Context: an optimization exercise on an open-source flow, tuned for small area, a short achievable clock period and few clock cycles. The choices shown serve that exercise and are no tape-out recipe. Function was not checked in any run shown here: the RTL went through the layout flow alone. Power figures rest on the tool's default switching activity, not on a simulated workload.

==> design.v <==
module csa_fa (
    input  a,
    input  b,
    input  c,
    output s,
    output co
);
assign s  = a ^ b ^ c;
assign co = (a & b) | (a & c) | (b & c);
endmodule
module csa_ha (
    input  a,
    input  b,
    output s,
    output co
);
assign s  = a ^ b;
assign co = a & b;
endmodule
module csa_fx (
    input  a,
    input  b,
    input  c,
    output s,
    output co
);
logic x;
assign x  = a ^ b;
assign s  = x ^ c;
assign co = x ? c : a;
endmodule
module sparse_mac_top
#(
    parameter int NUM_DECODERS = 2,
    parameter int VALUE_W = 16,
    parameter int INDEX_W = 16,
    parameter int DECODER_FIFO_DEPTH = 16,
    parameter int ACCUM_W = 32
)
(
    input mac_clk,
    input mac_rst,
    input [NUM_DECODERS-1:0] sram_valid_i,
    output [NUM_DECODERS-1:0] sram_ready_o,
    input [NUM_DECODERS*(1+VALUE_W+INDEX_W)-1:0] sram_data_i,
    output mac_valid_o,
    output [ACCUM_W-1:0] mac_data_o
);
localparam int DATA_W = 1 + VALUE_W + INDEX_W;
logic [INDEX_W-1:0] skip0, skip1;
logic [VALUE_W-1:0] val0, val1;
logic in_done0, in_done1;
assign {in_done0, val0, skip0} = sram_data_i[0 +: DATA_W];
assign {in_done1, val1, skip1} = sram_data_i[DATA_W +: DATA_W];
logic hv0, hv1;               
logic hd0, hd1;               
logic [VALUE_W-1:0] hval0;
logic [7:0] b_one, b_two, b_neg;    
logic b_top;                        
logic [7:0] g_one, g_two, g_neg;    
logic g_top;
logic [INDEX_W:0] diff;       
logic zq;                     
logic mat;                    
logic [31:0] acc_s, acc_c;    
logic [31:0] res;             
logic mq;                     
logic fin, both, d_neg, pop0, pop1, take0, take1;
assign fin   = (hv0 & hd0) | (hv1 & hd1);
assign both  = hv0 & hv1 & ~fin;
assign d_neg = diff[INDEX_W];
assign pop0  = both & ~d_neg;
assign pop1  = both & (d_neg | zq);
assign sram_ready_o[0] = ~fin & (~hv0 | pop0);
assign sram_ready_o[1] = ~fin & (~hv1 | pop1);
assign take0 = sram_valid_i[0] & sram_ready_o[0];
assign take1 = sram_valid_i[1] & sram_ready_o[1];
logic [INDEX_W:0] s1x, s0x, c10, c01, c11, diff_n;
logic [INDEX_W+1:0] c10_w, c11_w;
assign s1x   = {1'b0, skip1};
assign s0x   = {1'b0, skip0};
assign c10_w = {diff, 1'b1} + {s1x, 1'b1};           
assign c10   = c10_w[INDEX_W+1:1];
assign c01   = diff + ~s0x;                           
assign c11_w = {s1x, 1'b1} + {~s0x, 1'b1};           
assign c11   = c11_w[INDEX_W+1:1];
logic t00, t01, t10, t11;
assign t00 = ~take1 & ~take0;
assign t01 = ~take1 &  take0;
assign t10 =  take1 & ~take0;
assign t11 =  take1 &  take0;
assign diff_n = ({(INDEX_W+1){t00}} & diff) | ({(INDEX_W+1){t01}} & c01)
              | ({(INDEX_W+1){t10}} & c10) | ({(INDEX_W+1){t11}} & c11);
logic [INDEX_W:0] diff_m1;
logic z10, z01, z11, zn;
assign diff_m1 = diff - 1'b1;
assign z10 = (s1x == ~diff);
assign z01 = (s0x == diff_m1);
assign z11 = (skip1 == skip0);
assign zn  = (t00 & zq) | (t01 & z01) | (t10 & z10) | (t11 & z11);
logic hv0n, hv1n, hd0n, hd1n, finn, matn;
assign hv0n = take0 | (hv0 & ~pop0);
assign hv1n = take1 | (hv1 & ~pop1);
assign hd0n = take0 ? in_done0 : hd0;
assign hd1n = take1 ? in_done1 : hd1;
assign finn = (hv0n & hd0n) | (hv1n & hd1n);
assign matn = hv0n & hv1n & ~finn & zn;
logic [7:0] e_one, e_two, e_neg;
always_comb begin
    for (int j = 0; j < 8; j++) begin
        logic hi, mid, lo;
        hi  = val1[2*j+1];
        mid = val1[2*j];
        lo  = (j == 0) ? 1'b0 : val1[2*j-1];
        e_one[j] = mid ^ lo;
        e_two[j] = (hi & ~mid & ~lo) | (~hi & mid & lo);
        e_neg[j] = hi;
    end
end
logic [7:0] n_one, n_two, n_neg;    
logic n_top;
assign n_one = take1 ? e_one : b_one;
assign n_two = take1 ? e_two : b_two;
assign n_neg = take1 ? e_neg : b_neg;
assign n_top = take1 ? val1[15] : b_top;
logic [16:0] bpp [8];
logic [15:0] bpp8;
always_comb begin
    for (int j = 0; j < 8; j++)
        for (int i = 0; i < 17; i++)
            bpp[j][i] = ((g_one[j] & ((i < 16) ? hval0[i] : 1'b0))
                       | (g_two[j] & ((i > 0) ? hval0[i-1] : 1'b0))) ^ g_neg[j];
    for (int i = 0; i < 16; i++)
        bpp8[i] = g_top & hval0[i];
end
logic [31:0] tree_s, tree_c;
logic mt_0, mt_1, mt_2, mt_3, mt_4, mt_5, mt_6, mt_7, mt_8, mt_9, mt_10, mt_11;
logic mt_12, mt_13, mt_14, mt_15, mt_16, mt_17, mt_18, mt_19, mt_20, mt_21, mt_22, mt_23;
logic mt_24, mt_25, mt_26, mt_27, mt_28, mt_29, mt_30, mt_31, mt_32, mt_33, mt_34, mt_35;
logic mt_36, mt_37, mt_38, mt_39, mt_40, mt_41, mt_42, mt_43, mt_44, mt_45, mt_46, mt_47;
logic mt_48, mt_49, mt_50, mt_51, mt_52, mt_53, mt_54, mt_55, mt_56, mt_57, mt_58, mt_59;
logic mt_60, mt_61, mt_62, mt_63, mt_64, mt_65, mt_66, mt_67, mt_68, mt_69, mt_70, mt_71;
logic mt_72, mt_73, mt_74, mt_75, mt_76, mt_77, mt_78, mt_79, mt_80, mt_81, mt_82, mt_83;
logic mt_84, mt_85, mt_86, mt_87, mt_88, mt_89, mt_90, mt_91, mt_92, mt_93, mt_94, mt_95;
logic mt_96, mt_97, mt_98, mt_99, mt_100, mt_101, mt_102, mt_103, mt_104, mt_105, mt_106, mt_107;
logic mt_108, mt_109, mt_110, mt_111, mt_112, mt_113, mt_114, mt_115, mt_116, mt_117, mt_118, mt_119;
logic mt_120, mt_121, mt_122, mt_123, mt_124, mt_125, mt_126, mt_127, mt_128, mt_129, mt_130, mt_131;
logic mt_132, mt_133, mt_134, mt_135, mt_136, mt_137, mt_138, mt_139, mt_140, mt_141, mt_142, mt_143;
logic mt_144, mt_145, mt_146, mt_147, mt_148, mt_149, mt_150, mt_151, mt_152, mt_153, mt_154, mt_155;
logic mt_156, mt_157, mt_158, mt_159, mt_160, mt_161, mt_162, mt_163, mt_164, mt_165, mt_166, mt_167;
logic mt_168, mt_169, mt_170, mt_171, mt_172, mt_173, mt_174, mt_175, mt_176, mt_177, mt_178, mt_179;
logic mt_180, mt_181, mt_182, mt_183, mt_184, mt_185, mt_186, mt_187, mt_188, mt_189, mt_190, mt_191;
logic mt_192, mt_193, mt_194, mt_195, mt_196, mt_197, mt_198, mt_199, mt_200, mt_201, mt_202, mt_203;
logic mt_204, mt_205, mt_206, mt_207, mt_208, mt_209, mt_210, mt_211, mt_212, mt_213, mt_214, mt_215;
logic mt_216, mt_217, mt_218, mt_219, mt_220, mt_221, mt_222, mt_223, mt_224, mt_225, mt_226, mt_227;
logic mt_228, mt_229, mt_230, mt_231, mt_232, mt_233, mt_234, mt_235, mt_236, mt_237, mt_238, mt_239;
logic mt_240, mt_241, mt_242, mt_243, mt_244, mt_245, mt_246, mt_247, mt_248, mt_249, mt_250, mt_251;
logic mt_252, mt_253, mt_254, mt_255, mt_256, mt_257, mt_258, mt_259, mt_260, mt_261, mt_262, mt_263;
logic mt_264, mt_265, mt_266, mt_267, mt_268, mt_269, mt_270, mt_271, mt_272, mt_273, mt_274, mt_275;
logic mt_276, mt_277, mt_278, mt_279, mt_280, mt_281, mt_282, mt_283, mt_284, mt_285, mt_286, mt_287;
logic mt_288, mt_289, mt_290, mt_291, mt_292, mt_293, mt_294, mt_295, mt_296, mt_297, mt_298, mt_299;
logic mt_300, mt_301, mt_302, mt_303, mt_304, mt_305, mt_306, mt_307, mt_308, mt_309, mt_310, mt_311;
logic mt_312, mt_313, mt_314, mt_315, mt_316, mt_317, mt_318, mt_319, mt_320, mt_321, mt_322, mt_323;
logic mt_324, mt_325, mt_326, mt_327, mt_328, mt_329, mt_330, mt_331, mt_332, mt_333, mt_334, mt_335;
logic mt_336, mt_337, mt_338, mt_339, mt_340, mt_341, mt_342, mt_343, mt_344, mt_345, mt_346, mt_347;
logic mt_348, mt_349, mt_350, mt_351, mt_352, mt_353, mt_354, mt_355, mt_356, mt_357, mt_358, mt_359;
logic mt_360, mt_361, mt_362, mt_363, mt_364, mt_365, mt_366, mt_367, mt_368, mt_369, mt_370, mt_371;
logic mt_372, mt_373, mt_374, mt_375, mt_376, mt_377, mt_378, mt_379, mt_380, mt_381, mt_382, mt_383;
logic mt_384, mt_385, mt_386, mt_387, mt_388, mt_389, mt_390, mt_391;
csa_ha u_mt_0 (.a(acc_s[12]), .b(acc_c[12]), .s(mt_0), .co(mt_1));
csa_ha u_mt_2 (.a(acc_s[13]), .b(acc_c[13]), .s(mt_2), .co(mt_3));
csa_fa u_mt_4 (.a(acc_s[14]), .b(acc_c[14]), .c(g_neg[7]), .s(mt_4), .co(mt_5));
csa_ha u_mt_6 (.a(bpp[0][14]), .b(bpp[1][12]), .s(mt_6), .co(mt_7));
csa_fx u_mt_8 (.a(acc_s[15]), .b(acc_c[15]), .c(bpp[0][15]), .s(mt_8), .co(mt_9));
csa_ha u_mt_10 (.a(bpp[1][13]), .b(bpp[2][11]), .s(mt_10), .co(mt_11));
csa_fa u_mt_12 (.a(acc_s[16]), .b(acc_c[16]), .c(bpp8[0]), .s(mt_12), .co(mt_13));
csa_fx u_mt_14 (.a(bpp[0][16]), .b(bpp[1][14]), .c(bpp[2][12]), .s(mt_14), .co(mt_15));
csa_fa u_mt_16 (.a(acc_s[17]), .b(acc_c[17]), .c(g_neg[0]), .s(mt_16), .co(mt_17));
csa_fa u_mt_18 (.a(bpp8[1]), .b(bpp[1][15]), .c(bpp[2][13]), .s(mt_18), .co(mt_19));
csa_fa u_mt_20 (.a(acc_s[18]), .b(acc_c[18]), .c(g_neg[0]), .s(mt_20), .co(mt_21));
csa_fa u_mt_22 (.a(bpp8[2]), .b(bpp[1][16]), .c(bpp[2][14]), .s(mt_22), .co(mt_23));
csa_fa u_mt_24 (.a(acc_s[19]), .b(acc_c[19]), .c(~g_neg[0]), .s(mt_24), .co(mt_25));
csa_fx u_mt_26 (.a(~g_neg[1]), .b(bpp8[3]), .c(bpp[2][15]), .s(mt_26), .co(mt_27));
csa_fa u_mt_28 (.a(1'b1), .b(acc_s[20]), .c(acc_c[20]), .s(mt_28), .co(mt_29));
csa_ha u_mt_30 (.a(bpp8[4]), .b(bpp[2][16]), .s(mt_30), .co(mt_31));
csa_fa u_mt_32 (.a(acc_s[21]), .b(acc_c[21]), .c(~g_neg[2]), .s(mt_32), .co(mt_33));
csa_ha u_mt_34 (.a(1'b1), .b(acc_s[22]), .s(mt_34), .co(mt_35));
csa_ha u_mt_36 (.a(acc_s[6]), .b(acc_c[6]), .s(mt_36), .co(mt_37));
csa_ha u_mt_38 (.a(acc_s[7]), .b(acc_c[7]), .s(mt_38), .co(mt_39));
csa_fa u_mt_40 (.a(acc_s[8]), .b(acc_c[8]), .c(g_neg[4]), .s(mt_40), .co(mt_41));
csa_ha u_mt_42 (.a(bpp[0][8]), .b(bpp[1][6]), .s(mt_42), .co(mt_43));
csa_fa u_mt_44 (.a(acc_s[9]), .b(acc_c[9]), .c(bpp[0][9]), .s(mt_44), .co(mt_45));
csa_ha u_mt_46 (.a(bpp[1][7]), .b(bpp[2][5]), .s(mt_46), .co(mt_47));
csa_fa u_mt_48 (.a(acc_s[10]), .b(acc_c[10]), .c(g_neg[5]), .s(mt_48), .co(mt_49));
csa_fa u_mt_50 (.a(bpp[0][10]), .b(bpp[1][8]), .c(bpp[2][6]), .s(mt_50), .co(mt_51));
csa_ha u_mt_52 (.a(bpp[3][4]), .b(bpp[4][2]), .s(mt_52), .co(mt_53));
csa_fa u_mt_54 (.a(acc_s[11]), .b(acc_c[11]), .c(bpp[0][11]), .s(mt_54), .co(mt_55));
csa_fa u_mt_56 (.a(bpp[1][9]), .b(bpp[2][7]), .c(bpp[3][5]), .s(mt_56), .co(mt_57));
csa_ha u_mt_58 (.a(bpp[4][3]), .b(bpp[5][1]), .s(mt_58), .co(mt_59));
csa_fa u_mt_60 (.a(g_neg[6]), .b(mt_0), .c(bpp[0][12]), .s(mt_60), .co(mt_61));
csa_fa u_mt_62 (.a(bpp[1][10]), .b(bpp[2][8]), .c(bpp[3][6]), .s(mt_62), .co(mt_63));
csa_fa u_mt_64 (.a(bpp[4][4]), .b(bpp[5][2]), .c(bpp[6][0]), .s(mt_64), .co(mt_65));
csa_fa u_mt_66 (.a(mt_1), .b(mt_2), .c(bpp[0][13]), .s(mt_66), .co(mt_67));
csa_fa u_mt_68 (.a(bpp[1][11]), .b(bpp[2][9]), .c(bpp[3][7]), .s(mt_68), .co(mt_69));
csa_fa u_mt_70 (.a(bpp[4][5]), .b(bpp[5][3]), .c(bpp[6][1]), .s(mt_70), .co(mt_71));
csa_fa u_mt_72 (.a(mt_3), .b(mt_4), .c(bpp[2][10]), .s(mt_72), .co(mt_73));
csa_fa u_mt_74 (.a(bpp[3][8]), .b(bpp[4][6]), .c(bpp[5][4]), .s(mt_74), .co(mt_75));
csa_fx u_mt_76 (.a(bpp[6][2]), .b(bpp[7][0]), .c(mt_6), .s(mt_76), .co(mt_77));
csa_fa u_mt_78 (.a(mt_5), .b(bpp[3][9]), .c(bpp[4][7]), .s(mt_78), .co(mt_79));
csa_fa u_mt_80 (.a(bpp[5][5]), .b(bpp[6][3]), .c(bpp[7][1]), .s(mt_80), .co(mt_81));
csa_fx u_mt_82 (.a(mt_8), .b(mt_7), .c(mt_10), .s(mt_82), .co(mt_83));
csa_fa u_mt_84 (.a(mt_12), .b(bpp[3][10]), .c(bpp[4][8]), .s(mt_84), .co(mt_85));
csa_fa u_mt_86 (.a(bpp[5][6]), .b(bpp[6][4]), .c(bpp[7][2]), .s(mt_86), .co(mt_87));
csa_fx u_mt_88 (.a(mt_11), .b(mt_9), .c(mt_14), .s(mt_88), .co(mt_89));
csa_fa u_mt_90 (.a(mt_16), .b(bpp[3][11]), .c(bpp[4][9]), .s(mt_90), .co(mt_91));
csa_fa u_mt_92 (.a(bpp[5][7]), .b(bpp[6][5]), .c(bpp[7][3]), .s(mt_92), .co(mt_93));
csa_fx u_mt_94 (.a(mt_13), .b(mt_15), .c(mt_18), .s(mt_94), .co(mt_95));
csa_fa u_mt_96 (.a(mt_20), .b(mt_17), .c(bpp[3][12]), .s(mt_96), .co(mt_97));
csa_fa u_mt_98 (.a(bpp[4][10]), .b(bpp[5][8]), .c(bpp[6][6]), .s(mt_98), .co(mt_99));
csa_fx u_mt_100 (.a(bpp[7][4]), .b(mt_19), .c(mt_22), .s(mt_100), .co(mt_101));
csa_fa u_mt_102 (.a(mt_24), .b(mt_21), .c(bpp[3][13]), .s(mt_102), .co(mt_103));
csa_fa u_mt_104 (.a(bpp[4][11]), .b(bpp[5][9]), .c(bpp[6][7]), .s(mt_104), .co(mt_105));
csa_fx u_mt_106 (.a(bpp[7][5]), .b(mt_26), .c(mt_23), .s(mt_106), .co(mt_107));
csa_fa u_mt_108 (.a(mt_28), .b(mt_25), .c(bpp[3][14]), .s(mt_108), .co(mt_109));
csa_fa u_mt_110 (.a(bpp[4][12]), .b(bpp[5][10]), .c(bpp[6][8]), .s(mt_110), .co(mt_111));
csa_fx u_mt_112 (.a(bpp[7][6]), .b(mt_30), .c(mt_27), .s(mt_112), .co(mt_113));
csa_fa u_mt_114 (.a(mt_29), .b(bpp8[5]), .c(mt_32), .s(mt_114), .co(mt_115));
csa_fa u_mt_116 (.a(bpp[3][15]), .b(bpp[4][13]), .c(bpp[5][11]), .s(mt_116), .co(mt_117));
csa_fx u_mt_118 (.a(bpp[6][9]), .b(bpp[7][7]), .c(mt_31), .s(mt_118), .co(mt_119));
csa_fa u_mt_120 (.a(acc_c[22]), .b(mt_34), .c(bpp8[6]), .s(mt_120), .co(mt_121));
csa_fa u_mt_122 (.a(mt_33), .b(bpp[3][16]), .c(bpp[4][14]), .s(mt_122), .co(mt_123));
csa_fa u_mt_124 (.a(bpp[5][12]), .b(bpp[6][10]), .c(bpp[7][8]), .s(mt_124), .co(mt_125));
csa_fa u_mt_126 (.a(acc_s[23]), .b(acc_c[23]), .c(mt_35), .s(mt_126), .co(mt_127));
csa_fa u_mt_128 (.a(~g_neg[3]), .b(bpp8[7]), .c(bpp[4][15]), .s(mt_128), .co(mt_129));
csa_fa u_mt_130 (.a(bpp[5][13]), .b(bpp[6][11]), .c(bpp[7][9]), .s(mt_130), .co(mt_131));
csa_fa u_mt_132 (.a(1'b1), .b(acc_s[24]), .c(acc_c[24]), .s(mt_132), .co(mt_133));
csa_fa u_mt_134 (.a(bpp8[8]), .b(bpp[4][16]), .c(bpp[5][14]), .s(mt_134), .co(mt_135));
csa_ha u_mt_136 (.a(bpp[6][12]), .b(bpp[7][10]), .s(mt_136), .co(mt_137));
csa_fa u_mt_138 (.a(acc_s[25]), .b(acc_c[25]), .c(~g_neg[4]), .s(mt_138), .co(mt_139));
csa_fa u_mt_140 (.a(bpp8[9]), .b(bpp[5][15]), .c(bpp[6][13]), .s(mt_140), .co(mt_141));
csa_fa u_mt_142 (.a(1'b1), .b(acc_s[26]), .c(acc_c[26]), .s(mt_142), .co(mt_143));
csa_ha u_mt_144 (.a(bpp8[10]), .b(bpp[5][16]), .s(mt_144), .co(mt_145));
csa_fa u_mt_146 (.a(acc_s[27]), .b(acc_c[27]), .c(~g_neg[5]), .s(mt_146), .co(mt_147));
csa_ha u_mt_148 (.a(1'b1), .b(acc_s[28]), .s(mt_148), .co(mt_149));
csa_ha u_mt_150 (.a(acc_s[2]), .b(acc_c[2]), .s(mt_150), .co(mt_151));
csa_ha u_mt_152 (.a(acc_s[3]), .b(acc_c[3]), .s(mt_152), .co(mt_153));
csa_fa u_mt_154 (.a(acc_s[4]), .b(acc_c[4]), .c(g_neg[2]), .s(mt_154), .co(mt_155));
csa_ha u_mt_156 (.a(bpp[0][4]), .b(bpp[1][2]), .s(mt_156), .co(mt_157));
csa_fa u_mt_158 (.a(acc_s[5]), .b(acc_c[5]), .c(bpp[0][5]), .s(mt_158), .co(mt_159));
csa_ha u_mt_160 (.a(bpp[1][3]), .b(bpp[2][1]), .s(mt_160), .co(mt_161));
csa_fa u_mt_162 (.a(g_neg[3]), .b(mt_36), .c(bpp[0][6]), .s(mt_162), .co(mt_163));
csa_fa u_mt_164 (.a(bpp[1][4]), .b(bpp[2][2]), .c(bpp[3][0]), .s(mt_164), .co(mt_165));
csa_fa u_mt_166 (.a(mt_37), .b(mt_38), .c(bpp[0][7]), .s(mt_166), .co(mt_167));
csa_fa u_mt_168 (.a(bpp[1][5]), .b(bpp[2][3]), .c(bpp[3][1]), .s(mt_168), .co(mt_169));
csa_fa u_mt_170 (.a(mt_39), .b(mt_40), .c(bpp[2][4]), .s(mt_170), .co(mt_171));
csa_fa u_mt_172 (.a(bpp[3][2]), .b(bpp[4][0]), .c(mt_42), .s(mt_172), .co(mt_173));
csa_fa u_mt_174 (.a(mt_41), .b(bpp[3][3]), .c(bpp[4][1]), .s(mt_174), .co(mt_175));
csa_fa u_mt_176 (.a(mt_44), .b(mt_43), .c(mt_46), .s(mt_176), .co(mt_177));
csa_fa u_mt_178 (.a(mt_48), .b(bpp[5][0]), .c(mt_47), .s(mt_178), .co(mt_179));
csa_fa u_mt_180 (.a(mt_52), .b(mt_45), .c(mt_50), .s(mt_180), .co(mt_181));
csa_fa u_mt_182 (.a(mt_49), .b(mt_54), .c(mt_53), .s(mt_182), .co(mt_183));
csa_fa u_mt_184 (.a(mt_58), .b(mt_51), .c(mt_56), .s(mt_184), .co(mt_185));
csa_fa u_mt_186 (.a(mt_60), .b(mt_59), .c(mt_55), .s(mt_186), .co(mt_187));
csa_fa u_mt_188 (.a(mt_57), .b(mt_62), .c(mt_64), .s(mt_188), .co(mt_189));
csa_fa u_mt_190 (.a(mt_66), .b(mt_61), .c(mt_63), .s(mt_190), .co(mt_191));
csa_fa u_mt_192 (.a(mt_65), .b(mt_68), .c(mt_70), .s(mt_192), .co(mt_193));
csa_fa u_mt_194 (.a(mt_72), .b(mt_67), .c(mt_69), .s(mt_194), .co(mt_195));
csa_fa u_mt_196 (.a(mt_71), .b(mt_74), .c(mt_76), .s(mt_196), .co(mt_197));
csa_fa u_mt_198 (.a(mt_73), .b(mt_75), .c(mt_78), .s(mt_198), .co(mt_199));
csa_fa u_mt_200 (.a(mt_80), .b(mt_82), .c(mt_77), .s(mt_200), .co(mt_201));
csa_fx u_mt_202 (.a(mt_79), .b(mt_81), .c(mt_84), .s(mt_202), .co(mt_203));
csa_fx u_mt_204 (.a(mt_86), .b(mt_83), .c(mt_88), .s(mt_204), .co(mt_205));
csa_fx u_mt_206 (.a(mt_85), .b(mt_87), .c(mt_90), .s(mt_206), .co(mt_207));
csa_fx u_mt_208 (.a(mt_92), .b(mt_94), .c(mt_89), .s(mt_208), .co(mt_209));
csa_fa u_mt_210 (.a(mt_96), .b(mt_91), .c(mt_93), .s(mt_210), .co(mt_211));
csa_fa u_mt_212 (.a(mt_98), .b(mt_100), .c(mt_95), .s(mt_212), .co(mt_213));
csa_fa u_mt_214 (.a(mt_102), .b(mt_97), .c(mt_99), .s(mt_214), .co(mt_215));
csa_fx u_mt_216 (.a(mt_104), .b(mt_106), .c(mt_101), .s(mt_216), .co(mt_217));
csa_fa u_mt_218 (.a(mt_108), .b(mt_103), .c(mt_105), .s(mt_218), .co(mt_219));
csa_fx u_mt_220 (.a(mt_110), .b(mt_112), .c(mt_107), .s(mt_220), .co(mt_221));
csa_fa u_mt_222 (.a(mt_114), .b(mt_109), .c(mt_111), .s(mt_222), .co(mt_223));
csa_fx u_mt_224 (.a(mt_116), .b(mt_118), .c(mt_113), .s(mt_224), .co(mt_225));
csa_fa u_mt_226 (.a(mt_120), .b(mt_115), .c(mt_117), .s(mt_226), .co(mt_227));
csa_fa u_mt_228 (.a(mt_122), .b(mt_124), .c(mt_119), .s(mt_228), .co(mt_229));
csa_fa u_mt_230 (.a(mt_126), .b(mt_121), .c(mt_128), .s(mt_230), .co(mt_231));
csa_fa u_mt_232 (.a(mt_123), .b(mt_125), .c(mt_130), .s(mt_232), .co(mt_233));
csa_fa u_mt_234 (.a(mt_132), .b(mt_127), .c(mt_136), .s(mt_234), .co(mt_235));
csa_fa u_mt_236 (.a(mt_129), .b(mt_131), .c(mt_134), .s(mt_236), .co(mt_237));
csa_fa u_mt_238 (.a(mt_133), .b(mt_138), .c(bpp[7][11]), .s(mt_238), .co(mt_239));
csa_fa u_mt_240 (.a(mt_137), .b(mt_135), .c(mt_140), .s(mt_240), .co(mt_241));
csa_fa u_mt_242 (.a(mt_142), .b(mt_139), .c(bpp[6][14]), .s(mt_242), .co(mt_243));
csa_fa u_mt_244 (.a(bpp[7][12]), .b(mt_144), .c(mt_141), .s(mt_244), .co(mt_245));
csa_fa u_mt_246 (.a(mt_143), .b(bpp8[11]), .c(mt_146), .s(mt_246), .co(mt_247));
csa_fa u_mt_248 (.a(bpp[6][15]), .b(bpp[7][13]), .c(mt_145), .s(mt_248), .co(mt_249));
csa_fa u_mt_250 (.a(acc_c[28]), .b(mt_148), .c(bpp8[12]), .s(mt_250), .co(mt_251));
csa_fa u_mt_252 (.a(mt_147), .b(bpp[6][16]), .c(bpp[7][14]), .s(mt_252), .co(mt_253));
csa_fa u_mt_254 (.a(acc_s[29]), .b(acc_c[29]), .c(mt_149), .s(mt_254), .co(mt_255));
csa_fa u_mt_256 (.a(~g_neg[6]), .b(bpp8[13]), .c(bpp[7][15]), .s(mt_256), .co(mt_257));
csa_fa u_mt_258 (.a(1'b1), .b(acc_s[30]), .c(acc_c[30]), .s(mt_258), .co(mt_259));
csa_ha u_mt_260 (.a(bpp8[14]), .b(bpp[7][16]), .s(mt_260), .co(mt_261));
csa_fa u_mt_262 (.a(acc_s[31]), .b(acc_c[31]), .c(~g_neg[7]), .s(mt_262), .co(mt_263));
csa_ha u_mt_264 (.a(acc_s[0]), .b(acc_c[0]), .s(mt_264), .co(mt_265));
csa_ha u_mt_266 (.a(acc_s[1]), .b(acc_c[1]), .s(mt_266), .co(mt_267));
csa_fa u_mt_268 (.a(g_neg[1]), .b(mt_150), .c(bpp[0][2]), .s(mt_268), .co(mt_269));
csa_fa u_mt_270 (.a(mt_151), .b(mt_152), .c(bpp[0][3]), .s(mt_270), .co(mt_271));
csa_fa u_mt_272 (.a(mt_153), .b(mt_154), .c(bpp[2][0]), .s(mt_272), .co(mt_273));
csa_fa u_mt_274 (.a(mt_155), .b(mt_158), .c(mt_157), .s(mt_274), .co(mt_275));
csa_fa u_mt_276 (.a(mt_162), .b(mt_161), .c(mt_159), .s(mt_276), .co(mt_277));
csa_fa u_mt_278 (.a(mt_166), .b(mt_163), .c(mt_165), .s(mt_278), .co(mt_279));
csa_fa u_mt_280 (.a(mt_170), .b(mt_167), .c(mt_169), .s(mt_280), .co(mt_281));
csa_fa u_mt_282 (.a(mt_171), .b(mt_174), .c(mt_176), .s(mt_282), .co(mt_283));
csa_fa u_mt_284 (.a(mt_175), .b(mt_178), .c(mt_177), .s(mt_284), .co(mt_285));
csa_fx u_mt_286 (.a(mt_179), .b(mt_182), .c(mt_184), .s(mt_286), .co(mt_287));
csa_fx u_mt_288 (.a(mt_183), .b(mt_186), .c(mt_185), .s(mt_288), .co(mt_289));
csa_fa u_mt_290 (.a(mt_187), .b(mt_190), .c(mt_189), .s(mt_290), .co(mt_291));
csa_fx u_mt_292 (.a(mt_191), .b(mt_194), .c(mt_193), .s(mt_292), .co(mt_293));
csa_fa u_mt_294 (.a(mt_195), .b(mt_198), .c(mt_197), .s(mt_294), .co(mt_295));
csa_fx u_mt_296 (.a(mt_202), .b(mt_199), .c(mt_201), .s(mt_296), .co(mt_297));
csa_fx u_mt_298 (.a(mt_206), .b(mt_203), .c(mt_205), .s(mt_298), .co(mt_299));
csa_fx u_mt_300 (.a(mt_210), .b(mt_207), .c(mt_209), .s(mt_300), .co(mt_301));
csa_fx u_mt_302 (.a(mt_211), .b(mt_214), .c(mt_216), .s(mt_302), .co(mt_303));
csa_fx u_mt_304 (.a(mt_215), .b(mt_218), .c(mt_220), .s(mt_304), .co(mt_305));
csa_fx u_mt_306 (.a(mt_219), .b(mt_222), .c(mt_224), .s(mt_306), .co(mt_307));
csa_fx u_mt_308 (.a(mt_226), .b(mt_223), .c(mt_228), .s(mt_308), .co(mt_309));
csa_fx u_mt_310 (.a(mt_230), .b(mt_227), .c(mt_232), .s(mt_310), .co(mt_311));
csa_fx u_mt_312 (.a(mt_234), .b(mt_231), .c(mt_236), .s(mt_312), .co(mt_313));
csa_fx u_mt_314 (.a(mt_238), .b(mt_235), .c(mt_240), .s(mt_314), .co(mt_315));
csa_fa u_mt_316 (.a(mt_242), .b(mt_239), .c(mt_244), .s(mt_316), .co(mt_317));
csa_fa u_mt_318 (.a(mt_246), .b(mt_243), .c(mt_248), .s(mt_318), .co(mt_319));
csa_fa u_mt_320 (.a(mt_250), .b(mt_247), .c(mt_252), .s(mt_320), .co(mt_321));
csa_fa u_mt_322 (.a(mt_254), .b(mt_251), .c(mt_256), .s(mt_322), .co(mt_323));
csa_fa u_mt_324 (.a(mt_258), .b(mt_255), .c(mt_260), .s(mt_324), .co(mt_325));
csa_fa u_mt_326 (.a(mt_259), .b(bpp8[15]), .c(mt_262), .s(mt_326), .co(mt_327));
csa_ha u_mt_328 (.a(g_neg[0]), .b(mt_264), .s(mt_328), .co(mt_329));
csa_fa u_mt_330 (.a(mt_265), .b(mt_266), .c(bpp[0][1]), .s(mt_330), .co(mt_331));
csa_fa u_mt_332 (.a(mt_267), .b(bpp[1][0]), .c(mt_268), .s(mt_332), .co(mt_333));
csa_fa u_mt_334 (.a(bpp[1][1]), .b(mt_270), .c(mt_269), .s(mt_334), .co(mt_335));
csa_fa u_mt_336 (.a(mt_272), .b(mt_156), .c(mt_271), .s(mt_336), .co(mt_337));
csa_fa u_mt_338 (.a(mt_160), .b(mt_273), .c(mt_274), .s(mt_338), .co(mt_339));
csa_fa u_mt_340 (.a(mt_164), .b(mt_275), .c(mt_276), .s(mt_340), .co(mt_341));
csa_fa u_mt_342 (.a(mt_168), .b(mt_277), .c(mt_278), .s(mt_342), .co(mt_343));
csa_fa u_mt_344 (.a(mt_172), .b(mt_279), .c(mt_280), .s(mt_344), .co(mt_345));
csa_fx u_mt_346 (.a(mt_173), .b(mt_281), .c(mt_282), .s(mt_346), .co(mt_347));
csa_fx u_mt_348 (.a(mt_180), .b(mt_284), .c(mt_283), .s(mt_348), .co(mt_349));
csa_fx u_mt_350 (.a(mt_181), .b(mt_286), .c(mt_285), .s(mt_350), .co(mt_351));
csa_fx u_mt_352 (.a(mt_188), .b(mt_288), .c(mt_287), .s(mt_352), .co(mt_353));
csa_fx u_mt_354 (.a(mt_192), .b(mt_289), .c(mt_290), .s(mt_354), .co(mt_355));
csa_fx u_mt_356 (.a(mt_196), .b(mt_291), .c(mt_292), .s(mt_356), .co(mt_357));
csa_fx u_mt_358 (.a(mt_200), .b(mt_293), .c(mt_294), .s(mt_358), .co(mt_359));
csa_fx u_mt_360 (.a(mt_204), .b(mt_296), .c(mt_295), .s(mt_360), .co(mt_361));
csa_fx u_mt_362 (.a(mt_208), .b(mt_298), .c(mt_297), .s(mt_362), .co(mt_363));
csa_fx u_mt_364 (.a(mt_212), .b(mt_300), .c(mt_299), .s(mt_364), .co(mt_365));
csa_fx u_mt_366 (.a(mt_213), .b(mt_302), .c(mt_301), .s(mt_366), .co(mt_367));
csa_fx u_mt_368 (.a(mt_217), .b(mt_304), .c(mt_303), .s(mt_368), .co(mt_369));
csa_fx u_mt_370 (.a(mt_221), .b(mt_306), .c(mt_305), .s(mt_370), .co(mt_371));
csa_fx u_mt_372 (.a(mt_225), .b(mt_308), .c(mt_307), .s(mt_372), .co(mt_373));
csa_fx u_mt_374 (.a(mt_229), .b(mt_310), .c(mt_309), .s(mt_374), .co(mt_375));
csa_fa u_mt_376 (.a(mt_233), .b(mt_312), .c(mt_311), .s(mt_376), .co(mt_377));
csa_fa u_mt_378 (.a(mt_237), .b(mt_314), .c(mt_313), .s(mt_378), .co(mt_379));
csa_fx u_mt_380 (.a(mt_241), .b(mt_316), .c(mt_315), .s(mt_380), .co(mt_381));
csa_fx u_mt_382 (.a(mt_245), .b(mt_318), .c(mt_317), .s(mt_382), .co(mt_383));
csa_fa u_mt_384 (.a(mt_249), .b(mt_320), .c(mt_319), .s(mt_384), .co(mt_385));
csa_fa u_mt_386 (.a(mt_253), .b(mt_322), .c(mt_321), .s(mt_386), .co(mt_387));
csa_fa u_mt_388 (.a(mt_257), .b(mt_324), .c(mt_323), .s(mt_388), .co(mt_389));
csa_fa u_mt_390 (.a(mt_326), .b(mt_261), .c(mt_325), .s(mt_390), .co(mt_391));
assign tree_s[0] = bpp[0][0];
assign tree_c[0] = mt_328;
assign tree_s[1] = mt_330;
assign tree_c[1] = mt_329;
assign tree_s[2] = mt_332;
assign tree_c[2] = mt_331;
assign tree_s[3] = mt_334;
assign tree_c[3] = mt_333;
assign tree_s[4] = mt_336;
assign tree_c[4] = mt_335;
assign tree_s[5] = mt_338;
assign tree_c[5] = mt_337;
assign tree_s[6] = mt_340;
assign tree_c[6] = mt_339;
assign tree_s[7] = mt_342;
assign tree_c[7] = mt_341;
assign tree_s[8] = mt_344;
assign tree_c[8] = mt_343;
assign tree_s[9] = mt_346;
assign tree_c[9] = mt_345;
assign tree_s[10] = mt_348;
assign tree_c[10] = mt_347;
assign tree_s[11] = mt_350;
assign tree_c[11] = mt_349;
assign tree_s[12] = mt_352;
assign tree_c[12] = mt_351;
assign tree_s[13] = mt_354;
assign tree_c[13] = mt_353;
assign tree_s[14] = mt_356;
assign tree_c[14] = mt_355;
assign tree_s[15] = mt_358;
assign tree_c[15] = mt_357;
assign tree_s[16] = mt_360;
assign tree_c[16] = mt_359;
assign tree_s[17] = mt_362;
assign tree_c[17] = mt_361;
assign tree_s[18] = mt_364;
assign tree_c[18] = mt_363;
assign tree_s[19] = mt_366;
assign tree_c[19] = mt_365;
assign tree_s[20] = mt_368;
assign tree_c[20] = mt_367;
assign tree_s[21] = mt_370;
assign tree_c[21] = mt_369;
assign tree_s[22] = mt_372;
assign tree_c[22] = mt_371;
assign tree_s[23] = mt_374;
assign tree_c[23] = mt_373;
assign tree_s[24] = mt_376;
assign tree_c[24] = mt_375;
assign tree_s[25] = mt_378;
assign tree_c[25] = mt_377;
assign tree_s[26] = mt_380;
assign tree_c[26] = mt_379;
assign tree_s[27] = mt_382;
assign tree_c[27] = mt_381;
assign tree_s[28] = mt_384;
assign tree_c[28] = mt_383;
assign tree_s[29] = mt_386;
assign tree_c[29] = mt_385;
assign tree_s[30] = mt_388;
assign tree_c[30] = mt_387;
assign tree_s[31] = mt_390;
assign tree_c[31] = mt_389;
always_ff @(posedge mac_clk or negedge mac_rst) begin
    if (~mac_rst) begin
        hv0   <= 1'b0;
        hv1   <= 1'b0;
        diff  <= '0;
        zq    <= 1'b1;
        mat   <= 1'b0;
        acc_s <= '0;
        acc_c <= '0;
        mq    <= 1'b0;
        g_one <= '0;
        g_two <= '0;
        g_neg <= '0;
        g_top <= 1'b0;
    end else begin
        hv0   <= hv0n;
        hv1   <= hv1n;
        diff  <= diff_n;
        zq    <= zn;
        mat   <= matn;
        acc_s <= tree_s;
        acc_c <= tree_c;
        mq    <= mat;
        g_one <= n_one & {8{matn}};
        g_two <= n_two & {8{matn}};
        g_neg <= n_neg & {8{matn}};
        g_top <= n_top & matn;
    end
end
always_ff @(posedge mac_clk) begin
    res <= acc_s + acc_c;
    if (take0) begin
        hval0 <= val0;
        hd0   <= in_done0;
    end
    b_one <= n_one;
    b_two <= n_two;
    b_neg <= n_neg;
    b_top <= n_top;
    hd1   <= hd1n;
end
assign mac_valid_o = fin & ~mq;
assign mac_data_o  = res;
endmodule
==> flow/run.sh <==
#!/bin/bash
set -euo pipefail
export BUFFER_PORTS_ARGS="-buffer_cell sky130_fd_sc_hd__buf_2"
bash standard.sh finish > flow_make.log 2>&1
==> standard.sh <==
#!/bin/bash
# synth_recipe.tcl (not shown) runs the flow's synth.tcl, then flattens the netlist and writes it again
# the make line also repeats each setting of config.mk as NAME=value (left out here)
make -C /OpenROAD-flow-scripts/flow DESIGN_CONFIG=/design/flow/config.mk WORK_HOME=/design/flow/orfs CLKGATE_MAP_FILE= SYNTH_SCRIPT=/design/flow/synth_recipe.tcl "${@:-finish}"
==> config.mk <==
export PLATFORM = sky130hd
export DESIGN_NAME = sparse_mac_top
export DESIGN_NICKNAME = sparse_mac_top
export VERILOG_FILES = /design/flow/design.v
export SDC_FILE = /design/flow/constraint.sdc
export NUM_CORES = 4
export LEC_CHECK = 0
export CAP_MARGIN = 20
export CORE_MARGIN = 2
export CORE_UTILIZATION = 40
export SETUP_SLACK_MARGIN = 3.3
export SLEW_MARGIN = 20
export SYNTH_HIERARCHICAL = 1
==> constraint.sdc <==
create_clock -name core_clock -period 7.0 [get_ports {mac_clk}]
set_input_delay 1.4000 -clock core_clock [delete_from_list [all_inputs] [get_ports {mac_clk}]]
set_output_delay 1.4000 -clock core_clock [all_outputs]
set_load 0.01 [all_outputs]
==> results of run 1 <==
[critical path, stage by stage]
cell,delay (ns)
buf_2,0.10
inv_1,0.07
ha_1,0.16
inv_1,0.05
fa_1,0.40
a21oi_1,0.26
o211a_1,0.24
o21ai_0,0.15
a31o_2,0.30
a21oi_1,0.31
mux2i_1,0.11
o21ai_0,0.20
o211ai_1,0.12
[cells in the final DEF (no fill, tap or decap), types with 16 or more instances in the layout]
cell and count:
nand2_1 117, clkbuf_16 17, xor2_1 24, o21ai_0 43, and3_1 17, dfxtp_1 59, xnor2_1 202, fa_1 129
dfrtp_1 109, edfxtp_1 16, a31oi_1 17, a21o_1 23, buf_2 103, buf_4 18, a211oi_1 18, a21oi_1 71
ha_1 103, nor2_1 78, a22oi_1 123, maj3_1 48, xor3_1 48, inv_1 49, and2_1 20
[area by class of cell]
| type | count | area (um^2) | share of cell area [%] |
|---|---|---|---|
| inverter | 50 | 191 | 1.03 |
| tap | 539 | 674 | 3.64 |
| sequential | 186 | 4440 | 24.0 |
| clock inverter | 14 | 155 | 0.838 |
| antenna | 1 | 2.50 | 0.0135 |
| timing repair buffer | 122 | 662 | 3.58 |
| clock buffer | 18 | 439 | 2.37 |
| multi-input combinational | 1292 | 11900 | 64.5 |
[routing by layer]
layer / global-route usage, % / vias up / share of wire, % / wire [um]
met3: 4.17 / 62 / 5.9 / 2640
met4: 8.24 / 0 / 2.4 / 1070
met1: 28.5 / 6145 / 45 / 20200
met2: 33.8 / 383 / 47 / 20900
li1: - / 5840 / - / -
met5: 0 / - / 0 / 0
[metrics by stage]
step / instance area, um^2 / setup slack [ns] / hold WS (ns)
floorplan: 17000 / 3.31 / 0.331
global placement: 17900 / 2.92 / 0.347
detailed placement: 17900 / 2.86 / 0.348
CTS: 18500 / 3.35 / 0.361
global route: 18500 / 3.28 / 0.362
finish: 18500 / 3.46 / 0.357
[cell families (layout without fill, tap and decap cells)]
family | Yosys count | count (layout) | synth area share (%)
multiplexers | 5 | 5 | 0.369
XOR/XNOR | 274 | 274 | 18.4
adder cells (fa/ha/maj) | 280 | 280 | 25.7
other | 1 | 7 | 0.0221
AO/OA/AOI/OAI | 390 | 390 | 16.0
buffers and inverters | 156 | 204 | 3.55
AND/OR/NAND/NOR | 337 | 337 | 9.88
flip-flops | 186 | 186 | 26.2
[how the worst min path moves through the flow]
stage,startpoint,endpoint,depth (start not counted)
after floorplan,mat,mq,0
after global routing,mat,mq,0
final,mat,mq,0
after global placement,mat,mq,0
after detailed placement,mat,mq,0
after CTS,mat,mq,0
[modules after synthesis (local to each module, per instance)]
module,flops+latches,times used,area [um^2]
csa_ha,0,23,12.5
csa_fa,0,125,20.0
csa_fx,0,48,33.8
sparse_mac_top,186,1,12600
[where the power goes]
part	leakage [nW]	total, mW	switching [mW]	internal [mW]
clock	0.288	1.00	0.486	0.516
combinational	5.83	2.57	1.38	1.19
sequential	2.10	1.69	0.332	1.36
total	8.23	5.26	2.20	3.07
[registers in the layout (all words and copies together), names as in the netlist, 8 cells and up]
register and flops:
diff 17, hval0 16, acc_s 32, g_two 8
acc_c 32, b_one 8, g_one 8, b_neg 8
res 32, g_neg 8, b_two 8
[timing repair]
action	in CTS	in global routing
endpoints found under the setup margin	0	28
hold buffers	0	0
setup buffers	0	3
resized for setup	0	2
==> qor.yml, run 1 <==
fin_skew_ns: 0.0122
rows: 75
grt_use_total_pct: 21.2
start_util_pct: 40.4
netlist_area_mm2: 0.0170
drc: 0
p_leak_nw: 8.23
r2r_start: "hval0[15]"
worstMarginPinSlew_ns: 0.879
synth_warnings: 9
finalSetupViolations: 0
cp.arrival_ns: 3.88
clockRootBuffer: "clkbuf_16"
synth_edf_count: 16
wire_per_inst_um: 20.2
rrSetupSlack_ns: 3.47
synthFlopType: "dfrtp_1"
port_buffers: 104
ys_seq_area_share_pct: 26.2
clock-sinks: 186
utilization_pct: 44.1
startpoint: "sram_data_i[33]"
cp.required_ns: 7.34
synth_cell_type_count: 73
dieArea_mm2: 0.0441
vias: 12400
worst_r2r_endpoint: "acc_c[21]"
slew_violations: 0
r2r_cells: 7
cts_tree: "yes"
clock_latency_ns: 0.47
grt_start_max_net_pins: 79
avgSynthCellArea_um2: 10.4
dpl.hpwl_um: 34100
power_mw: 5.26
status: "finished clean"
antenna_found_initial: 0
fp.dieW_um: 210
max_freq_mhz: 282
final-instance-count-excl-fill: 2222
area_growth_syn_to_layout_pct: 9.12
post-route-period-util_pct: 50.6
rsz0062_at_grt: "true"
crit_fanout: 3
nets: 1971
drive_gt1_share_pct: 11.3
critPathLaunchType: "primary input"
first_pass_iters: 6
gp_congestion: 0.877
grt_pass1_vias: 13000
numCtsBuffers: 17
ctsLongestPathBuffers: 2
ir_drop_uv: 225
power_density_mw_per_mm2: 284
setup_tns_ns: 0
wirelength_um: 44900
core_mm2: 0.0419
drt_iter0_markers: 896
drv_cap: 0
yosysMostFrequentCell: "xnor2_1"
timing_hold_violations_final: 0
min_period_ns: 3.54
crit_path_end: "diff[14]"
syn_inst: 1629
die_h_um: 210
synth_top_area_cell: "dfrtp_1"
setup.worst_path.end_class: "flip-flop"
crit_type: "in2reg"
ys_top_cells_by_count: "202 x xnor2_1, 129 x fa_1, 123 x a22oi_1, 117 x nand2_1, 110 x dfrtp_1"
max-slew-margin-rel_pct: 41.0
grt_pass1_wl_um: 72300
synth_top_area_share_pct: 16.2
holdCritPathClass: "reg2reg"
synthArstFlopShare_pct: 59.7
dp_cells: 2186
io_pins: 105
synthTopCellsByArea: "dfrtp_1 16%, fa_1 15%, xnor2_1 10%, ha_1 7.6%, dfxtp_1 7.0%"
h-tree-depth: 4
synth-seq-cells: 186
grt.overflow.total: 0
drt-vias-per-instance: 5.59
clk_pin_slew_worst_paths_ns: 0.07
drt.antenna.violating_nets: 0
fillers: 3919
==> run 2: changes to the inputs <==
--- a/config.mk
+++ b/config.mk
@@ -9,5 +9,5 @@
 export CORE_MARGIN = 2
 export CORE_UTILIZATION = 40
-export SETUP_SLACK_MARGIN = 3.3
+export SETUP_SLACK_MARGIN = 3.6
 export SLEW_MARGIN = 20
 export SYNTH_HIERARCHICAL = 1
==> run 2 against run 1 <==
Compared with the run above:
- flip-flop and latch count unchanged
- critical path type unchanged
- sequential share of layout area fell by 0.39 points
- sequential power shrank 3%
- total power grew 1.3%
- critical endpoint unchanged
- largest power group unchanged
- first-iteration DRC count fell by 1.5%
- hold slack worse by 0.0019 ns
- synthesized cell count did not move
- final area up 2.0%
==> qor.yml, run 2 <==
critPathLaunchType: "primary input"
syn_inst: 1629
numCtsBuffers: 17
grt_pass1_vias: 13000
port_buffers: 104
clock_latency_ns: 0.47
ir_drop_uv: 164
post-route-period-util_pct: 47.4
h-tree-depth: 4
ctsLongestPathBuffers: 2
wire_per_inst_um: 20.3
fillers: 3909
holdCritPathClass: "reg2reg"
avgSynthCellArea_um2: 10.4
drt.antenna.violating_nets: 0
diodes: 0
netlist_area_mm2: 0.0170
reg_top3: "acc_c x32, acc_s x32, res x32"
fin_skew_ns: 0.0204
drt_iter0_markers: 883
vias: 12700
slew_violations: 0
synth_top_area_cell: "dfrtp_1"
io_pins: 105
grt_pass1_wl_um: 72900
grt_use_total_pct: 21.2
finalSetupViolations: 0
first_pass_iters: 5
ys_top_cells_by_count: "202 x xnor2_1, 129 x fa_1, 123 x a22oi_1, 117 x nand2_1, 110 x dfrtp_1"
p_leak_nw: 8.41
drive_gt1_share_pct: 14.0
cp.arrival_ns: 3.70
ys_seq_area_share_pct: 26.2
drv_cap: 0
wirelength_um: 45700
synthArstFlopShare_pct: 59.7
grt.overflow.total: 0
synth_edf_count: 16
rsz0062_at_grt: "true"
clk_pin_slew_worst_paths_ns: 0.07
crit_type: "in2reg"
timing_hold_violations_final: 0
worstMarginPinSlew_ns: 1.11
drc: 0
cp.required_ns: 7.38
fp.dieW_um: 210
drt-vias-per-instance: 5.65
synthTopCellsByArea: "dfrtp_1 16%, fa_1 15%, xnor2_1 10%, ha_1 7.6%, dfxtp_1 7.0%"
setup_tns_ns: 0
die_h_um: 210
start_util_pct: 40.4
synthFlopType: "dfrtp_1"
max_freq_mhz: 301
crit_fanout: 3
clockRootBuffer: "clkbuf_16"
yosysMostFrequentCell: "xnor2_1"
utilization_pct: 45.0
rows: 75
synth_warnings: 9
core_mm2: 0.0419
synth_cell_type_count: 73
antenna_found_initial: 0
grt_start_max_net_pins: 63
cts_tree: "yes"
rrSetupSlack_ns: 3.68
area_growth_syn_to_layout_pct: 11.3
dieArea_mm2: 0.0441
setup.worst_path.end_class: "flip-flop"
clock-sinks: 186
synth-seq-cells: 186
nets: 2000
synth_top_area_share_pct: 16.2
gp_congestion: 0.906
dpl.hpwl_um: 33800
max-slew-margin-rel_pct: 26.1
min_period_ns: 3.32
layout_commonest_cell: "xnor2_1"
final_cell_mix: "202 x xnor2_1, 129 x fa_1, 123 x a22oi_1"
cts_hold_buffers: 0
status: "finished clean"
power_density_mw_per_mm2: 282
run 2: metrics by stage:
step / power [mW] / instance area, um^2 / instances / hold WS (ns) / setup WS, ns
floorplan: 3.55 / 17000 / 1634 / 0.331 / 3.59
global placement: 4.19 / 17900 / 2185 / 0.353 / 2.79
detailed placement: 4.23 / 17900 / 2185 / 0.348 / 2.74
CTS: 5.29 / 18700 / 2240 / 0.354 / 3.60
global route: 5.74 / 18900 / 2250 / 0.354 / 3.49
finish: 5.33 / 18900 / 2250 / 0.355 / 3.68
run 2: logic make-up after synthesis:
logic type                 share of synthesized area [%]
buffers and inverters                               3.55
adders and majority gates                           25.7
and+or+nand+nor                                     9.88
xor gates and xnor gates                            18.4
muxes                                              0.369
DFF                                                 26.2
AOI/OAI and AO/OA                                   16.0
other                                             0.0221
run 2: per-layer routing:
metal,vias to the layer above,global-route usage (%),part of all wire [%]
met5,-,0,0
met4,0,6.92,2.0
met3,56,3.81,5.8
met2,365,34.3,47
met1,6395,29.0,45
li1,5889,-,-
run 2: layout make-up:
cell class	instances	area (um^2)	share of cell area (%)
timing repair buffer	148	911	4.83
clock buffer	18	439	2.33
clock inverter	14	129	0.683
multi-input combinational	1295	12100	64.0
sequential	186	4450	23.6
inverter	50	191	1.01
tap	539	674	3.57
run 2: critical path: stages:
cell      delay (ns)
buf_2           0.10
inv_1           0.10
ha_1            0.18
inv_1           0.05
fa_1            0.41
a21oi_2         0.17
o211a_1         0.23
o21ai_1         0.13
a31o_2          0.31
a21oi_4         0.20
mux2i_1         0.23
o21ai_1         0.10
o211ai_1        0.09
run 2: power by group:
group          total, mW  internal (mW)  switching (mW)
Sequential          1.64           1.36           0.283
Combinational       2.72           1.25            1.48
Clock              0.970          0.480           0.490
Total               5.33           3.08            2.25
run 2: timing repair:
item	4_1_cts	5_1_grt
gates resized for setup	11	26
setup endpoints to repair	37	48
cloned	1	2
pin swaps	0	1
setup buffers	22	8
hold endpoints to repair	0	0
run 2: Yosys stat by module (local to each module, per instance):
module	flops+latches	cell area, um^2	times used	cells inside
csa_fa	0	20.0	125	1
csa_fx	0	33.8	48	2
csa_ha	0	12.5	23	1
sparse_mac_top	186	12600	1	1385
run 2: path summary, 6_finish.rpt:
path | end | startpoint | cells after the start
max reg2reg | acc_s[21] | g_neg[2] | 7
max in group asynchronous | g_neg[1] | mac_rst | 2
max | diff[14] | sram_data_i[33] | 13
min reg2reg | mq | mat | 0
min in group asynchronous | acc_s[29] | mac_rst | 1
min | mq | mat | 0
==> run 3: changes to the inputs <==
--- a/config.mk
+++ b/config.mk
@@ -9,5 +9,5 @@
 export CORE_MARGIN = 2
 export CORE_UTILIZATION = 40
-export SETUP_SLACK_MARGIN = 3.6
+export SETUP_SLACK_MARGIN = 4.2
 export SLEW_MARGIN = 20
 export SYNTH_HIERARCHICAL = 1
==> run 3 against run 2 <==
Compared with the run above:
- sequential share of layout area down 3.3 points
- still clean on timing, DRC and antenna
- sequential power hardly changed
- clock power fell by 0.9%
==> qor.yml, run 3 <==
drv_cap: 0
path_cells: "buf_8, ha_4, and3_4, nand4_1, or4_4, o21ai_2, a22o_1, a21oi_4, nand3b_4, nor2b_1"
clk_pin_slew_worst_paths_ns: 0.08
power_mw: 6.08
first_pass_iters: 5
max_freq_mhz: 321
grt_use_total_pct: 22.5
synth_warnings: 9
setup_tns_ns: 0
fin_skew_ns: 0.0117
antenna_found_initial: 8
cp.arrival_ns: 3.48
dpl.hpwl_um: 33800
crit_buf_inv: 1
yosysMostFrequentCell: "xnor2_1"
rrSetupSlack_ns: 3.92
crit_type: "in2reg"
start_util_pct: 40.4
slew_violations: 0
synth_edf_count: 16
critPathMaxStageDelay_ns: 0.53
holdCritPathClass: "reg2reg"
die_h_um: 210
netlist_area_mm2: 0.0170
dp_cells: 2183
min_period_ns: 3.11
dieArea_mm2: 0.0441
setup.worst_path.end_class: "flip-flop"
grt_pass1_vias: 13800
layout_commonest_cell: "xnor2_1"
synthArstFlopShare_pct: 59.7
synth_top_area_share_pct: 16.2
ir_drop_uv: 181
drt_iter0_markers: 690
drt.antenna.violating_nets: 0
critPathLaunchType: "primary input"
vias: 13500
grt.overflow.total: 0
avgSynthCellArea_um2: 10.4
ys_top_cells_by_count: "202 x xnor2_1, 129 x fa_1, 123 x a22oi_1, 117 x nand2_1, 110 x dfrtp_1"
crit_fanout: 7
final_cell_mix: "177 x xnor2_1, 139 x buf_4, 111 x nand2_1"
rsz0062_at_grt: "true"
fillers: 3560
area_growth_syn_to_layout_pct: 30.9
h-tree-depth: 4
finalSetupViolations: 0
ctsLongestPathBuffers: 2
synthTopCellsByArea: "dfrtp_1 16%, fa_1 15%, xnor2_1 10%, ha_1 7.6%, dfxtp_1 7.0%"
syn_inst: 1629
synth_cell_type_count: 73
cts_tree: "yes"
synth_top_area_cell: "dfrtp_1"
timing_hold_violations_final: 0
synthFlopType: "dfrtp_1"
numCtsBuffers: 17
reg_top3: "acc_c x32, acc_s x32, res x32"
drc: 0
wire_per_inst_um: 20.8
cp_top_family: "simple AND/OR/NAND/NOR gates"
pre_cts_ws_ns: 2.82
io_pins: 105
clock_latency_ns: 0.46
power_density_mw_per_mm2: 274
grt_pass1_wl_um: 76300
synth-seq-cells: 186
rows: 75
clockRootBuffer: "clkbuf_16"
worstMarginPinSlew_ns: 1.05
crit_path_top_delay_cell: "or4_4"
fp.dieW_um: 210
ys_seq_area_share_pct: 26.2
gp_congestion: 0.854
post-route-period-util_pct: 44.4
drt-vias-per-instance: 5.63
nets: 2151
port_buffers: 104
fin_ws_ns: 3.89
cp.required_ns: 7.37
p_leak_nw: 9.62
grt_start_max_net_pins: 67
final-instance-count-excl-fill: 2404
status: "finished clean"
wirelength_um: 49900
core_mm2: 0.0419
max-slew-margin-rel_pct: 29.8
clock-sinks: 186
drive_gt1_share_pct: 37.8
run 3: changes by cell type in the layout (fill, tap and decap cells not counted), moves of 39 or more:
cell,change
a22oi_1,-50
a22oi_2,+50
buf_4,+100
fa_1,-50
fa_2,+50
maj3_1,-39
maj3_2,+39
run 3: path summary, 6_finish.rpt:
| check | endpoint | from | cells past startpoint |
|---|---|---|---|
| worst max-delay path | g_one[7] | sram_data_i[41] | 10 |
| min in group asynchronous | diff[0] | mac_rst | 1 |
| worst min register to register | mq | mat | 0 |
| worst max register to register | acc_c[19] | hval0[15] | 9 |
| max in group asynchronous | g_two[3] | mac_rst | 2 |
| worst min-delay path | mq | mat | 0 |
run 3: power by group:
part,switching [mW],internal [mW]
Combinational,1.79,1.71
Clock,0.461,0.500
Sequential,0.264,1.36
run 3: through the flow:
stage | util (%) | area [um^2] | hold WS (ns)
3_5_place_dp | 44.0 | 18500 | 0.350
2_1_floorplan | - | 18100 | 0.331
6_report | 52.9 | 22200 | 0.370
5_1_grt | 52.9 | 22200 | 0.404
3_3_place_gp | 44.0 | 18500 | 0.354
4_1_cts | 50.3 | 21100 | 0.375
run 3: area by class of cell:
class,instances,area [um^2],area share (%)
clock buffer,18,429,1.93
antenna,3,7.51,0.0338
inverter,50,251,1.13
timing repair buffer,298,2590,11.7
tap,539,674,3.04
timing repair inverter,1,5.00,0.0225
clock inverter,14,138,0.620
multi-input combinational,1295,13600,61.3
sequential,186,4500,20.3
run 3: Yosys stat by module, one instance, submodules excluded:
module	times used	cells	cell area, um^2
sparse_mac_top	1	1385	12600
csa_ha	23	1	12.5
csa_fx	48	2	33.8
csa_fa	125	1	20.0
run 3: what timing repair did:
item | 4_1_cts | 5_1_grt
resized for setup | 213 | 143
setup buffers | 127 | 51
hold buffers | 0 | 0
pin swaps | 140 | 141
gates cloned | 6 | 2
setup endpoints to repair | 125 | 101
run 3: logic make-up (layout without fill, tap and decap cells):
family / Yosys count / after routing / synth area share, %
buf+inv: 156 / 381 / 3.55
other cells: 1 / 9 / 0.0221
fa+ha+maj: 280 / 280 / 25.7
simple gates: 337 / 340 / 9.88
mux: 5 / 5 / 0.369
xor+xnor: 274 / 274 / 18.4
compound gates: 390 / 390 / 16.0
flops: 186 / 186 / 26.2
run 3: metal layers:
metal	part of all wire (%)	vias to the layer above	GRT usage (%)
met3	5.9	123	4.07
li1	-	6232	-
met4	3.7	10	8.76
met5	0.14	-	0
met1	42	6672	29.1
met2	48	494	37.6
==> run 4: changes to the inputs <==
--- a/config.mk
+++ b/config.mk
@@ -9,5 +9,5 @@
 export CORE_MARGIN = 2
 export CORE_UTILIZATION = 40
-export SETUP_SLACK_MARGIN = 4.2
+export SETUP_SLACK_MARGIN = 3.9
 export SLEW_MARGIN = 20
 export SYNTH_HIERARCHICAL = 1
==> run 4 against run 3 <==
Compared with the run above:
- critical path depth shrank 3
- non-clock buffer count shrank 73
- final cell count shrank 3.1%
- register-to-register slack lost 0.07 ns
- clock skew grew 0.0018 ns
- global-route usage shrank 0.25 points
- flip-flop and latch count is the same
==> qor.yml, run 4 <==
status: "finished clean"
ys_seq_area_share_pct: 26.2
h-tree-depth: 4
path_cells: "buf_4, a22oi_2, xnor2_2, fa_2, fa_2, xor3_1, fa_2"
netlist_area_mm2: 0.0170
holdCritPathClass: "reg2reg"
pre_cts_ws_ns: 3.09
syn_inst: 1629
synth_warnings: 9
slew_violations: 0
power_mw: 5.68
synth_top_area_share_pct: 16.2
crit_type: "reg2reg"
drt_iter0_markers: 767
gp_congestion: 0.880
io_pins: 105
p_leak_nw: 8.94
min_period_ns: 3.15
finalSetupViolations: 0
antenna_found_initial: 4
synthArstFlopShare_pct: 59.7
grt_use_total_pct: 22.2
drt.antenna.violating_nets: 0
wirelength_um: 48200
first_pass_iters: 5
grt_pass1_wl_um: 75800
ir_drop_uv: 194
drt-vias-per-instance: 5.61
area_growth_syn_to_layout_pct: 20.4
grt_pass1_vias: 13500
crit_top_cell: "fa_2"
clockRootBuffer: "clkbuf_16"
synthFlopType: "dfrtp_1"
fin_skew_ns: 0.0135
reg_top3: "acc_c x32, acc_s x32, res x32"
die_h_um: 210
crit_fanout: 11
synthTopCellsByArea: "dfrtp_1 16%, fa_1 15%, xnor2_1 10%, ha_1 7.6%, dfxtp_1 7.0%"
drv_cap: 0
critPathLaunchType: "flip-flop"
synth-seq-cells: 186
avgSynthCellArea_um2: 10.4
rows: 75
drive_gt1_share_pct: 25.0
critPathMaxStageDelay_ns: 0.61
ys_top_cells_by_count: "202 x xnor2_1, 129 x fa_1, 123 x a22oi_1, 117 x nand2_1, 110 x dfrtp_1"
fillers: 3765
crit_buf_inv: 1
setup.worst_path.end_class: "flip-flop"
start_util_pct: 40.4
core_mm2: 0.0419
worstMarginPinSlew_ns: 1.03
synth_edf_count: 16
seqCellArea_mm2: 0.00448
drc: 0
utilization_pct: 48.7
grt.overflow.total: 0
dp_cells: 2185
multi_input_area_mm2: 0.0127
ctsLongestPathBuffers: 2
dieArea_mm2: 0.0441
synth_cell_type_count: 73
nets: 2077
hold_ws_ns: 0.374
cp.required_ns: 7.42
fp.dieW_um: 210
final_area_mm2: 0.0204
cts_tree: "yes"
post-route-period-util_pct: 45.0
crit_path_top_delay_cell: "fa_2"
power_density_mw_per_mm2: 278
port_buffers: 104
layout_commonest_cell: "xnor2_1"
timing_hold_violations_final: 0
cp.arrival_ns: 3.57
grt_start_max_net_pins: 64
max_freq_mhz: 318
cts_hold_buffers: 0
rsz0062_at_grt: "true"
yosysMostFrequentCell: "xnor2_1"
clk_pin_slew_worst_paths_ns: 0.08
wire_per_inst_um: 20.7
final_cell_mix: "196 x xnor2_1, 117 x fa_1, 116 x nand2_1"
clock_latency_ns: 0.49
clock-sinks: 186
dpl-instance-area_mm2: 0.0182
dpl.hpwl_um: 34100
synth_top_area_cell: "dfrtp_1"
final-instance-count-excl-fill: 2330
max-slew-margin-rel_pct: 31.2
vias: 13100
setup_tns_ns: 0
fin_ws_ns: 3.85
numCtsBuffers: 17
cp_top_family: "adder cells"
## run 4: cell counts after synthesis
Identical to the previous run, type by type.
## run 4: logic make-up (layout without fill, tap and decap cells)
kind of cell | after synthesis | after routing | synth area share [%]
AO/OA/AOI/OAI | 390 | 390 | 16.0
XOR/XNOR | 274 | 274 | 18.4
adder cells (fa/ha/maj) | 280 | 280 | 25.7
buffers and inverters | 156 | 307 | 3.55
flip-flops | 186 | 186 | 26.2
multiplexers | 5 | 5 | 0.369
other | 1 | 9 | 0.0221
AND/OR/NAND/NOR | 337 | 340 | 9.88
## run 4: worst paths after layout
check | end | startpoint | cells after the start | slack, ns
worst max register to register | acc_s[25] | hval0[15] | 7 | 3.85
worst max-delay path | acc_s[25] | hval0[15] | 7 | 3.85
worst min register to register | mq | mat | 0 | 0.37
worst min-delay path | mq | mat | 0 | 0.37
min in group asynchronous | acc_c[29] | mac_rst | 1 | 1.05
max in group asynchronous | g_two[0] | mac_rst | 2 | 4.68
## run 4: timing repair
item	CTS	global route
gates resized for setup	63	122
setup buffers	55	50
endpoints found under the setup margin	72	71
cloned	3	2
pin swaps	14	65
## run 4: layer usage
layer	global-route usage [%]	wire length, um	part of all wire (%)	up-vias
met5	0	13	0.027	-
li1	-	-	-	6066
met1	29.3	20800	43	6512
met2	36.6	23500	49	421
met4	7.43	1080	2.2	2
met3	4.68	2840	5.9	62
## run 4: power by group
group	switching [mW]	internal, mW
sequential	0.245	1.36
combinational	1.65	1.43
clock	0.493	0.505
total	2.38	3.29
## run 4: area by class of cell
type | count | share of cell area, %
clock buffer | 18 | 2.10
antenna | 3 | 0.0368
timing repair buffer | 225 | 8.37
sequential | 186 | 21.9
tap | 539 | 3.30
inverter | 50 | 1.12
multi-input combinational | 1295 | 62.4
clock inverter | 14 | 0.748
## run 4: modules after synthesis, one instance, submodules excluded
module | copies in the design | area, um^2
sparse_mac_top | 1 | 12600
csa_ha | 23 | 12.5
csa_fx | 48 | 33.8
csa_fa | 125 | 20.0

-- re-timing with driven ports --
Ports are ideal in the flow. The routed layouts listed here were re-timed in OpenROAD. Step 1 sets driving cells, clkbuf_16 on the clock port and buf_2 on the other inputs (assumed; they add their load-dependent delay and slew). Step 2 times the ports against the registers' clock, not the clock port: input delays grow and output delays shrink by t, the midpoint of the rising clock arrivals with the driver on. a / b / c = no drivers / after step 1 / after step 2; a / b = the first two.
run	shift t [ns]	setup slack, ns	hold WS [ns]	worst register clock-pin slew, ns	pins driven straight from the clock port
run 1	0.518	3.458 / 3.470 / 2.977	0.357 / 0.357 / 0.357	0.08 / 0.08	1
run 2	0.518	3.679 / 3.682 / 3.199	0.355 / 0.355 / 0.355	0.09 / 0.09	1
run 3	0.511	3.890 / 3.897 / 3.386	0.370 / 0.370 / 0.370	0.08 / 0.08	1
run 4	0.538	3.852 / 3.852 / 3.355	0.374 / 0.374 / 0.374	0.08 / 0.08	1
After both steps every run listed still meets setup and hold. For run 3, which loses most, drivers alone change the setup slack by +0.007 ns; drivers and shift together by -0.504 ns.
